Context: an optimization exercise on an open-source flow, tuned for small area and few clock cycles. The choices shown serve that exercise and are no tape-out recipe.
Only simulation tests tie the RTL to the original design; equivalence was not proved.
Power figures rest on the tool's default switching activity, not on a simulated workload.

**design/flow/config.mk**
```make
export PLATFORM = sky130hd
export DESIGN_NAME = pipeline_top
export DESIGN_NICKNAME = pipeline_top
export VERILOG_FILES = /design/flow/design.v
export SDC_FILE = /design/flow/constraint.sdc
export NUM_CORES = 4
export LEC_CHECK = 0
export CAP_MARGIN = 10
export CORE_MARGIN = 2
export CORE_UTILIZATION = 50
export CTS_BUF_LIST = sky130_fd_sc_hd__clkbuf_8
export CTS_CLUSTER_DIAMETER = 100
export CTS_CLUSTER_SIZE = 16
export GPL_TIMING_DRIVEN = 0
export SETUP_SLACK_MARGIN = 0.5
export SLEW_MARGIN = 10
export SYNTH_HIERARCHICAL = 1
export SYNTH_MINIMUM_KEEP_SIZE = 0
```
**design/flow/constraint.sdc**
```tcl
create_clock -name core_clock -period 10.0 [get_ports {clk}]
set_input_delay 2.0000 -clock core_clock [delete_from_list [all_inputs] [get_ports {clk}]]
set_output_delay 2.0000 -clock core_clock [all_outputs]
set_load 0.01 [all_outputs]
```
**design/flow/design.v**
```verilog
module alu_add(a, b, sub, sum);
    input [31:0] a, b;
    input sub;
    output [32:0] sum;
    wire [31:0] bx = sub ? ~b : b;
    wire [32:0] g [0:6];
    wire [32:0] p [0:6];
    assign g[0] = {a & bx, sub};
    assign p[0] = {a ^ bx, 1'b0};
    genvar l, i;
    generate
        for (l = 0; l < 6; l = l + 1) begin : lv
            for (i = 0; i < 33; i = i + 1) begin : bt
                if ((i >> l) & 1) begin : c
                    assign g[l+1][i] = g[l][i] | (p[l][i] & g[l][((i >> l) << l) - 1]);
                    assign p[l+1][i] = p[l][i] & p[l][((i >> l) << l) - 1];
                end else begin : n
                    assign g[l+1][i] = g[l][i];
                    assign p[l+1][i] = p[l][i];
                end
            end
        end
    endgenerate
    assign sum = {g[6][32], p[0][32:1] ^ g[6][31:0]};
endmodule
module alu_muxi(a, b, s, y);
    input a, b, s;
    output y;
    assign y = ~(s ? b : a);
endmodule
module alu_shift(a, sh, shl, arith, sr);
    input [31:0] a;
    input [4:0] sh;
    input shl, arith;
    output [31:0] sr;
    wire fill_n = ~(arith & a[31]);           
    wire fill = arith & a[31];
    wire [31:0] x [0:5];
    genvar i, l;
    generate
        for (i = 0; i < 32; i = i + 1) begin : l0
            alu_muxi m (.a(a[i]), .b(a[31-i]), .s(shl), .y(x[0][i]));
        end
        for (l = 0; l < 5; l = l + 1) begin : lv
            for (i = 0; i < 32; i = i + 1) begin : bt
                if (i + (1 << l) < 32) begin : in
                    alu_muxi m (.a(x[l][i]), .b(x[l][i + (1 << l)]), .s(sh[l]), .y(x[l+1][i]));
                end else begin : fl
                    alu_muxi m (.a(x[l][i]), .b((l % 2 == 0) ? fill_n : fill), .s(sh[l]), .y(x[l+1][i]));
                end
            end
        end
    endgenerate
    assign sr = x[5];
endmodule
module pc_ha(a, b, s, c);
    input a, b;
    output s, c;
    assign {c, s} = a + b;
endmodule
module pc_incr(pc, y);
    input [29:0] pc;
    output [29:0] y;
    wire [30:0] c;
    assign c[0] = 1'b1;
    genvar i;
    generate
        for (i = 0; i < 30; i = i + 1) begin : h
            pc_ha u (.a(pc[i]), .b(c[i]), .s(y[i]), .c(c[i+1]));
        end
    endgenerate
endmodule
module rf_aoi3(s, d, y);
    input [2:0] s;
    input [2:0] d;
    output y;
    assign y = ~((s[0] & d[0]) | (s[1] & d[1]) | (s[2] & d[2]));
endmodule
module rf_read(sel, q, y);
    input [31:1] sel;
    input [32*31-1:0] q;    
    output [31:0] y;
    genvar b, g;
    generate
        for (b = 0; b < 32; b = b + 1) begin : bt
            wire [10:0] n;
            for (g = 0; g < 10; g = g + 1) begin : grp
                rf_aoi3 a(.s(sel[3*g+3:3*g+1]),
                          .d({q[32*(3*g+2)+b], q[32*(3*g+1)+b], q[32*(3*g)+b]}),
                          .y(n[g]));
            end
            assign n[10] = ~(sel[31] & q[32*30+b]);
            assign y[b] = ~&n;
        end
    endgenerate
endmodule
module pipeline_top(clk,rst,imem_addr,imem_rdata,dmem_addr,dmem_wdata,dmem_wstrb,dmem_rdata);
    input clk,rst;
    output [31:0] imem_addr;
    input [31:0] imem_rdata;
    output [31:0] dmem_addr,dmem_wdata;
    output [3:0] dmem_wstrb;
    input [31:0] dmem_rdata;
    reg [31:2] pc;
    assign imem_addr = {pc, 2'b00};
    wire [31:0] ins = imem_rdata;
    wire [2:0] f3 = ins[14:12];
    wire is_load   = ~ins[6] & ~ins[5] & ~ins[4];
    wire is_opimm  = ~ins[6] & ~ins[5] &  ins[4];
    wire is_store  = ~ins[6] &  ins[5] & ~ins[4];
    wire is_op     = ~ins[6] &  ins[5] &  ins[4];
    wire is_branch =  ins[6] & ~ins[2];
    wire is_jalr   =  ins[6] &  ins[2] & ~ins[3];
    wire is_jal    =  ins[6] &  ins[3];
    wire is_alu    = ~ins[6] & ins[4];           
    wire [31:0] rs1, rs2, wb;
    wire reg_we = rst & ~is_store & ~is_branch;
    wire [4:0] ra1 = ins[19:15], ra2 = ins[24:20], wa = ins[11:7];
    wire [32*31-1:0] rq;
    wire [31:1] sel1, sel2;
    genvar g;
    generate
        for (g = 1; g < 32; g = g + 1) begin : r
            reg [31:0] x;
            always @(posedge clk)
                if (reg_we && wa == g)
                    x <= wb;
            assign rq[32*(g-1) +: 32] = x;
            assign sel1[g] = (ra1 == g);
            assign sel2[g] = (ra2 == g);
        end
    endgenerate
    rf_read rd1 (.sel(sel1), .q(rq), .y(rs1));
    rf_read rd2 (.sel(sel2), .q(rq), .y(rs2));
    wire [31:0] imm_is = {{21{ins[31]}}, ins[30:25], is_store ? ins[11:7] : ins[24:20]};
    wire use_rs2 = is_op | is_branch;
    wire [31:0] b = use_rs2 ? rs2 : imm_is;
    wire sub = is_branch | (is_alu & (f3[1] & ~f3[2])) | (is_op & ins[30] & (f3 == 3'b000));
    wire [32:0] sum;
    alu_add add (.a(rs1), .b(b), .sub(sub), .sum(sum));
    wire ltu = ~sum[32];
    wire lt = (rs1[31] ^ b[31]) ? rs1[31] : sum[31];
    wire [31:0] p = rs1 ^ b;
    wire [31:0] gn = rs1 & b;
    wire eq = ~|p;
    integer k;
    wire [31:0] sr;
    alu_shift shf (.a(rs1), .sh(b[4:0]), .shl(~f3[2]), .arith(ins[30] & f3[2]), .sr(sr));
    reg [31:0] sl;
    always @(*) for (k = 0; k < 32; k = k + 1) sl[k] = sr[31-k];
    wire [1:0] ba = sum[1:0];
    assign dmem_addr = sum[31:0];
    assign dmem_wdata = {
        f3[1] ? rs2[31:24] : (f3[0] ? rs2[15:8] : rs2[7:0]),
        f3[1] ? rs2[23:16] : rs2[7:0],
        (f3[1] | f3[0]) ? rs2[15:8] : rs2[7:0],
        rs2[7:0]};
    wire [3:0] strb = f3[1] ? 4'b1111 :
                      f3[0] ? (ba[1] ? 4'b1100 : 4'b0011) :
                      (4'b0001 << ba);
    assign dmem_wstrb = (rst & is_store) ? strb : 4'b0000;
    wire [31:2] pc_inc;
    pc_incr pinc (.pc(pc), .y(pc_inc));
    wire [31:2] imm_bj = {{12{ins[31]}}, is_jal ? ins[19:12] : {8{ins[31]}},
                          is_jal ? ins[20] : ins[7], ins[30:25],
                          is_jal ? ins[24:22] : ins[11:9]};
    wire [29:0] tg [0:5];
    wire [29:0] tp [0:5];
    assign tg[0] = pc & imm_bj;
    assign tp[0] = pc ^ imm_bj;
    genvar tl, ti;
    generate
        for (tl = 0; tl < 5; tl = tl + 1) begin : tlv
            for (ti = 0; ti < 30; ti = ti + 1) begin : tbt
                if ((ti >> tl) & 1) begin : c
                    assign tg[tl+1][ti] = tg[tl][ti] | (tp[tl][ti] & tg[tl][((ti >> tl) << tl) - 1]);
                    assign tp[tl+1][ti] = tp[tl][ti] & tp[tl][((ti >> tl) << tl) - 1];
                end else begin : n
                    assign tg[tl+1][ti] = tg[tl][ti];
                    assign tp[tl+1][ti] = tp[tl][ti];
                end
            end
        end
    endgenerate
    wire [31:2] pc_tgt = tp[0] ^ {tg[5][28:0], 1'b0};
    wire cond = f3[0] ^ (f3[2] ? (f3[1] ? ltu : lt) : eq);
    wire take = is_jal | (is_branch & cond);
    wire [31:2] pc_next = ({30{is_jalr}} & sum[31:2]) |
                          ({30{take}} & pc_tgt) |
                          ({30{~is_jalr & ~take}} & pc_inc);
    wire s_add = is_alu & (f3 == 3'b000);
    wire s_sll = is_alu & (f3 == 3'b001);
    wire s_slt = is_alu & (f3 == 3'b010);
    wire s_sltu = is_alu & (f3 == 3'b011);
    wire s_sr  = is_alu & (f3 == 3'b101);
    wire s_p   = is_alu & (f3 == 3'b100 || f3 == 3'b110);    
    wire s_g   = is_alu & (f3 == 3'b110 || f3 == 3'b111);    
    wire s_pc  = ins[6];
    wire l_w   = is_load & f3[1];
    wire l_h   = is_load & ~f3[1] & f3[0];
    wire l_b   = is_load & ~f3[1] & ~f3[0];
    wire [3:0] l_lane0 = {4{is_load}} & (4'b0001 << ba);        
    wire l_mid_lo = l_w | (l_h & ~ba[1]);                        
    wire l_mid_hi = l_h & ba[1];                                 
    wire [7:0] lbyte = ba[1] ? (ba[0] ? dmem_rdata[31:24] : dmem_rdata[23:16])
                             : (ba[0] ? dmem_rdata[15:8]  : dmem_rdata[7:0]);
    wire lsign = ~f3[2] & (f3[0] ? (ba[1] ? dmem_rdata[31] : dmem_rdata[15]) : lbyte[7]);
    wire l_ext_mid = l_b & lsign;                                
    wire l_ext_hi = (l_b | l_h) & lsign;                         
    wire [31:0] ld_part;
    assign ld_part[7:0] = ({8{l_lane0[0]}} & dmem_rdata[7:0]) | ({8{l_lane0[1]}} & dmem_rdata[15:8]) |
                          ({8{l_lane0[2]}} & dmem_rdata[23:16]) | ({8{l_lane0[3]}} & dmem_rdata[31:24]);
    assign ld_part[15:8] = ({8{l_mid_lo}} & dmem_rdata[15:8]) | ({8{l_mid_hi}} & dmem_rdata[31:24]) |
                           {8{l_ext_mid}};
    assign ld_part[31:16] = ({16{l_w}} & dmem_rdata[31:16]) | {16{l_ext_hi}};
    assign wb = ({32{s_add}} & sum[31:0]) |
                ({32{s_sll}} & sl) |
                ({32{s_sr}} & sr) |
                ({32{s_p}} & p) |
                ({32{s_g}} & gn) |
                {31'd0, (s_slt & lt) | (s_sltu & ltu)} |
                ({32{s_pc}} & {pc_inc, 2'b00}) |
                ld_part;
    always @(posedge clk or negedge rst) begin
        if (!rst)
            pc <= 30'd0;
        else
            pc <= pc_next;
    end
endmodule
```
**design/flow/flow/run.sh**
```bash
#!/bin/bash
here=$(pwd)
export BUFFER_PORTS_ARGS="-buffer_cell sky130_fd_sc_hd__buf_2"
for step in FLOORPLAN GLOBAL_PLACE RESIZE REPAIR_TIMING_POST_PLACE DETAIL_PLACE CTS GLOBAL_ROUTE DETAIL_ROUTE; do
    export PRE_${step}_TCL=$here/flow/dont_use.tcl
done
export CTS_ARGS="-sink_clustering_enable -repair_clock_nets -sink_clustering_size 16 -sink_clustering_max_diameter 100 -buf_list sky130_fd_sc_hd__clkbuf_8 -dont_use_dummy_load"
bash standard.sh > standard.log 2>&1
status=$?
grep -l "dont_use.tcl: large buffers" orfs/logs/*/*/*/*.log > hooks_applied.log 2>&1
exit $status
```
**design/flow/flow/dont_use.tcl**
```tcl
set_dont_use {sky130_fd_sc_hd__buf_6 sky130_fd_sc_hd__buf_8 sky130_fd_sc_hd__buf_12
              sky130_fd_sc_hd__buf_16 sky130_fd_sc_hd__bufbuf_8 sky130_fd_sc_hd__bufbuf_16
              sky130_fd_sc_hd__clkbuf_16 sky130_fd_sc_hd__bufinv_8 sky130_fd_sc_hd__bufinv_16
              sky130_fd_sc_hd__clkdlybuf4s50_1 sky130_fd_sc_hd__clkdlybuf4s50_2}
puts "flow/dont_use.tcl: large buffers set dont_use"
```
**design/flow/standard.sh**
```bash
#!/bin/bash
# synth_recipe.tcl (not shown) runs the flow's synth.tcl, then flattens the netlist and writes it again
# the make line also repeats each setting of config.mk as NAME=value (left out here)
make -C /OpenROAD-flow-scripts/flow DESIGN_CONFIG=/design/flow/config.mk WORK_HOME=/design/flow/orfs CLKGATE_MAP_FILE= SYNTH_SCRIPT=/design/flow/synth_recipe.tcl "${@:-finish}"
```
==> Flow_metrics.wiki <==
{| class="wikitable"
! Metric !! Value
|-
| Result of the run || timing/DRC/antenna clean
|-
| Highest-delay cell along the critical path || nor2_4
|-
| Count of port buffers added during placement || approximately 160
|-
| Tot GR Track Use || 0.419
|-
| Clock slew seen by the registers of the worst setup and hold paths || roughly 0.11 ns
|-
| Detailed-router iteration count before antenna repair || 13
|-
| Most used cells in the layout excluding fill and tap cells || edfxtp_1, a222oi_1, buf_2
|-
| Setup violation total in the final timing report || 0
|-
| # rows || 113
|-
| Critical Path End Type || output port
|-
| Remaining Overflow, GRT || 0
|-
| Total Die Area || 98300 um^2
|-
| Worst min-delay path category || flop to flop
|-
| Critical Path Start Type || primary input
|-
| Area of all placed cells without fillers || 54400 um^2
|-
| Fraction of the yosys area taken by sequential cells || 0.637
|-
| Worst skew pair latency || 0.81 ns
|-
| Final Hold Vio Count || 0
|-
| Hold worst-path end || pc[2]
|-
| Initial core utilization || 0.504
|-
| Via count of the first global-routing pass || about 37000
|-
| Cell family contributing the most delay on the critical path || compound AO/OA/AOI/OAI gates
|-
| Total Routed Length || 214 mm
|-
| Commonest non-fill, non-tap cell in the layout || edfxtp_1
|-
| Detailed-route DRC error count || 0
|-
| Final nets || 3872
|-
| Via-per-instance ratio || 8.01
|-
| RSZ-0062 raised after global routing || yes
|-
| Minimum clock period after layout || 9.78 ns
|-
| Highest cell delay on the worst timing path || 0.62 ns
|-
| Sequence of cells on the critical path || buf_2 > clkbuf_8 > nand2b_2 > clkbuf_8 > clkbuf_4 > nor2_4 > clkbuf_8 > buf_1 > a222oi_1 > nand4_1 > a2111o_1 > nand2_1 > o21ai_0 > xor2_1 > ha_1 > nand2_1 > o21ai_1 > o21bai_2 > a21oi_1 > o21bai_1 > a21oi_1 > xnor2_1 > buf_2
|-
| Worst slew pin tran || 1.08 ns
|-
| TritonCTS buffer count || 75
|-
| Mapped Cells || roughly 3100
|-
| Register-to-Register Setup Slack || 1.97 ns
|-
| Combined area of all synthesized cells || 47900 um^2
|-
| Most instantiated flip-flop cell in the synthesis netlist || edfxtp_1
|-
| Hold Slack || 0.751 ns
|-
| Hold Path Stages || 3
|-
| Worst setup path category || primary input to output port
|-
| Worst reg2reg path depth || 33
|-
| Critical Path RT || 8.00 ns
|-
| Number of synthesis warnings || 9
|-
| Clock tree from TritonCTS || done
|-
| Share of layout cells above drive strength 1 || 0.192
|-
| Max-cap violation count || 0
|-
| Cell variety after synth || between 60 and 70
|-
| Initial drt markers || 10192
|-
| Synth Register Bits || 1022
|-
| Detailed-route via count || 39597
|-
| Leakage power || 19.0 nW
|-
| Routed WL per cell || approximately 43 um
|-
| Number of hold buffers added after cts || 0
|-
| Maximum number of pins on one net before global-route repair || 34
|-
| I/O pin total || between 150 and 200
|-
| Syn Area/Cell || 15.4 um^2
|-
| Critical path buffers and inverters || 7
|-
| Cell seen most often among critical-path stages || clkbuf_8
|-
| First-pass GRT wire length || 287 mm
|-
| Final Max Tran Viols || 0
|-
| Sum of negative setup slack || 0 ns
|-
| Antenna viol nets, final || 0
|-
| CTS Buffer Depth || 3
|-
| Hold_sp || pc[2]
|-
| Largest fanout on the critical path || 15
|-
| Number of antenna violations at the first check in global routing || 16
|-
| Final RePlAce weighted congestion || 1.07
|-
| Synthesis-to-layout area growth || 13.6%
|-
| Area after DPL || 52300 um^2
|-
| Root Buffer Master || clkbuf_8
|-
| Post-synth EDFFs || 992
|-
| Startpoint of the worst-slack reg-to-reg timing path || pc[2]
|-
| FF-to-FF End || r[4].x[31]
|-
| Worst setup path start || imem_rdata[22]
|-
| Final worst path period share || 0.978
|-
| Max_slew headroom || 0.258
|-
| F_max || 102 MHz
|-
| Clock Sinks || 1022
|-
| Worst-case clock skew || between 0.1 and 0.15 ns
|-
| Worst supply voltage drop on vdd || 0.000127 V
|-
| Post-detailed-placement half-perimeter wirelength || 149 mm
|-
| Die width || 314 um
|-
| Share of async-settable or async-resettable flops after synthesis || 0.0294
|-
| Level count of the clock H-tree || 3
|-
| Power Density || 193 nW/um^2
|-
| Arrival time worst endpoint || around 8 ns
|-
| Vertical die dimension || roughly 310 um
|-
| Power, Total || 10.5 mW
|-
| Core footprint || 95000 um^2
|}
==> Yosys stat by module, one instance, submodules excluded <==
module	cell area [um^2]	cells inside	flops+latches
alu_add	1590	198	0
pc_ha	12.5	1	0
pc_incr	3.75	1	0
pipeline_top	35800	1784	1022
rf_read	915	131	0
alu_shift	10.0	2	0
rf_aoi3	10.0	1	0
alu_muxi	10.0	1	0
==> worst max path at each step <==
stage | end | depth (start not counted) | slack, ns
after floorplan | dmem_addr[31] | 19 | 0.51
after global placement | r[16].x[0] | 20 | -4.17
after detailed placement | dmem_addr[31] | 24 | -1.90
after CTS | dmem_addr[31] | 21 | 0.50
after global routing | dmem_addr[31] | 17 | 0.34
final | dmem_addr[14] | 23 | 0.22
==> worst reg2reg max path, delay by kind of cell (launching register included) <==
kind / cells / cell delay [ns]
adder cells (fa/ha/maj): 30 / 5.80
AND/OR/NAND/NOR: 1 / 0.74
AO/OA/AOI/OAI: 1 / 0.22
flip-flops: 1 / 0.42
buffers and inverters: 1 / 0.53
==> cells by family after synthesis <==
logic type,synth area share
compound gates,0.195
xor+xnor,0.0146
fa+ha+maj,0.0355
buf+inv,0.0106
flops,0.637
mux,0.0534
other cells,0.000157
simple gates,0.0536
==> power by group <==
group	switching, mW	internal, mW
clock	1.31	0.674
sequential	0.0919	5.19
combinational	2.25	0.975
==> synthesized netlist by cell type (all sizes together) (3+ instances only) <==
| cell type | instances | share of area |
|---|---|---|
| a21o | 38 | 0.0060 |
| ha | 120 | 0.031 |
| a22o | 4 | 0.00073 |
| nand2 | 130 | 0.010 |
| o21ai | 61 | 0.0064 |
| buf | 23 | 0.0038 |
| a221oi | 11 | 0.0020 |
| a21oi | 37 | 0.0040 |
| and2 | 5 | 0.00065 |
| fa | 10 | 0.0042 |
| nor4 | 7 | 0.00091 |
| mux2 | 25 | 0.0060 |
| clkbuf | 56 | 0.0044 |
| o31ai | 3 | 0.00076 |
| xnor2 | 28 | 0.0051 |
| dfrtp | 30 | 0.016 |
| a2111o | 64 | 0.015 |
| a22oi | 86 | 0.013 |
| nand4 | 161 | 0.021 |
| a31o | 3 | 0.00073 |
| nand3 | 20 | 0.0021 |
| edfxtp | 992 | 0.62 |
| mux2i | 209 | 0.044 |
| xor2 | 52 | 0.0095 |
| mux4 | 8 | 0.0038 |
| nand2b | 16 | 0.0021 |
| a31oi | 5 | 0.0013 |
| nor3 | 24 | 0.0025 |
| or3 | 7 | 0.00091 |
| nor2 | 117 | 0.0092 |
| o211ai | 4 | 0.00063 |
| a222oi | 666 | 0.14 |
| inv | 31 | 0.0024 |
| o21bai | 7 | 0.0011 |
| and3 | 5 | 0.00065 |
| nand3b | 5 | 0.00078 |
| a211o | 5 | 0.00091 |
| nor2b | 10 | 0.0013 |
| a211oi | 3 | 0.00047 |
==> final cells by class <==
class / instances / area, um^2
multi-input cells: 1978 / 17800
repair buffers: 489 / 2860
clock buffers: 75 / 1030
flip-flops and latches: 1022 / 30500
diodes: 6 / 15.0
inverters: 31 / 116
plain buffers: 79 / 465
fillers: 7647 / 40600
well taps: 1265 / 1580
==> registers in the layout, summed over array words and instances (netlist names) <==
name  flops
pc       30
r.x     992
==> stage by stage <==
| stage | util | std cells | worst slack (ns) |
|---|---|---|---|
| after global placement | 0.530 | 4533 | -4.17 |
| final | 0.573 | 4945 | 0.225 |
| after detailed placement | 0.551 | 4705 | -1.90 |
| after floorplan | - | 3110 | 0.514 |
| after CTS | 0.568 | 4874 | 0.501 |
| after global routing | 0.573 | 4941 | 0.338 |
==> repair_timing <==
item	in CTS	in global routing
resized for setup	82	32
pin swaps	71	41
gates cloned	4	4
setup endpoints to repair	832	11
hold endpoints to repair	0	0
setup buffers	90	61
==> metal layers <==
metal	global-route usage	up-vias	routed length (um)
met5	0	-	98
met2	0.602	3866	89300
li1	-	15493	-
met1	0.542	19536	72200
met3	0.131	686	34600
met4	0.293	16	17600
Testbench counts, summed over its fixed seeds: cycles 25,674.

afterwards: timing with drivers on the ports:
Ports are ideal in the flow. The routed layout listed here was re-timed in OpenROAD.
Step 1 sets driving cells, clkbuf_16 on the clock port and buf_2 on the other inputs (assumed; they add their load-dependent delay and slew).
Step 2 adds t to the input delays and takes it off the output delays; t is the mean of the earliest and latest rising clock arrival at the registers after step 1. Input paths then give back, and output paths get back, about the clock's delay inside the block.
Three values: ideal, step 1, step 2; two values: the first two.
shift t [ns]: 0.827
slack for setup (ns): 0.225 / 0.187 / 0.068
hold WS [ns]: 0.751 / 0.751 / 0.751
cell pins on the clock port's net: 1
After both steps setup and hold are still met in this run. For this run, drivers alone change the setup slack by -0.038 ns; drivers and shift together by -0.157 ns.
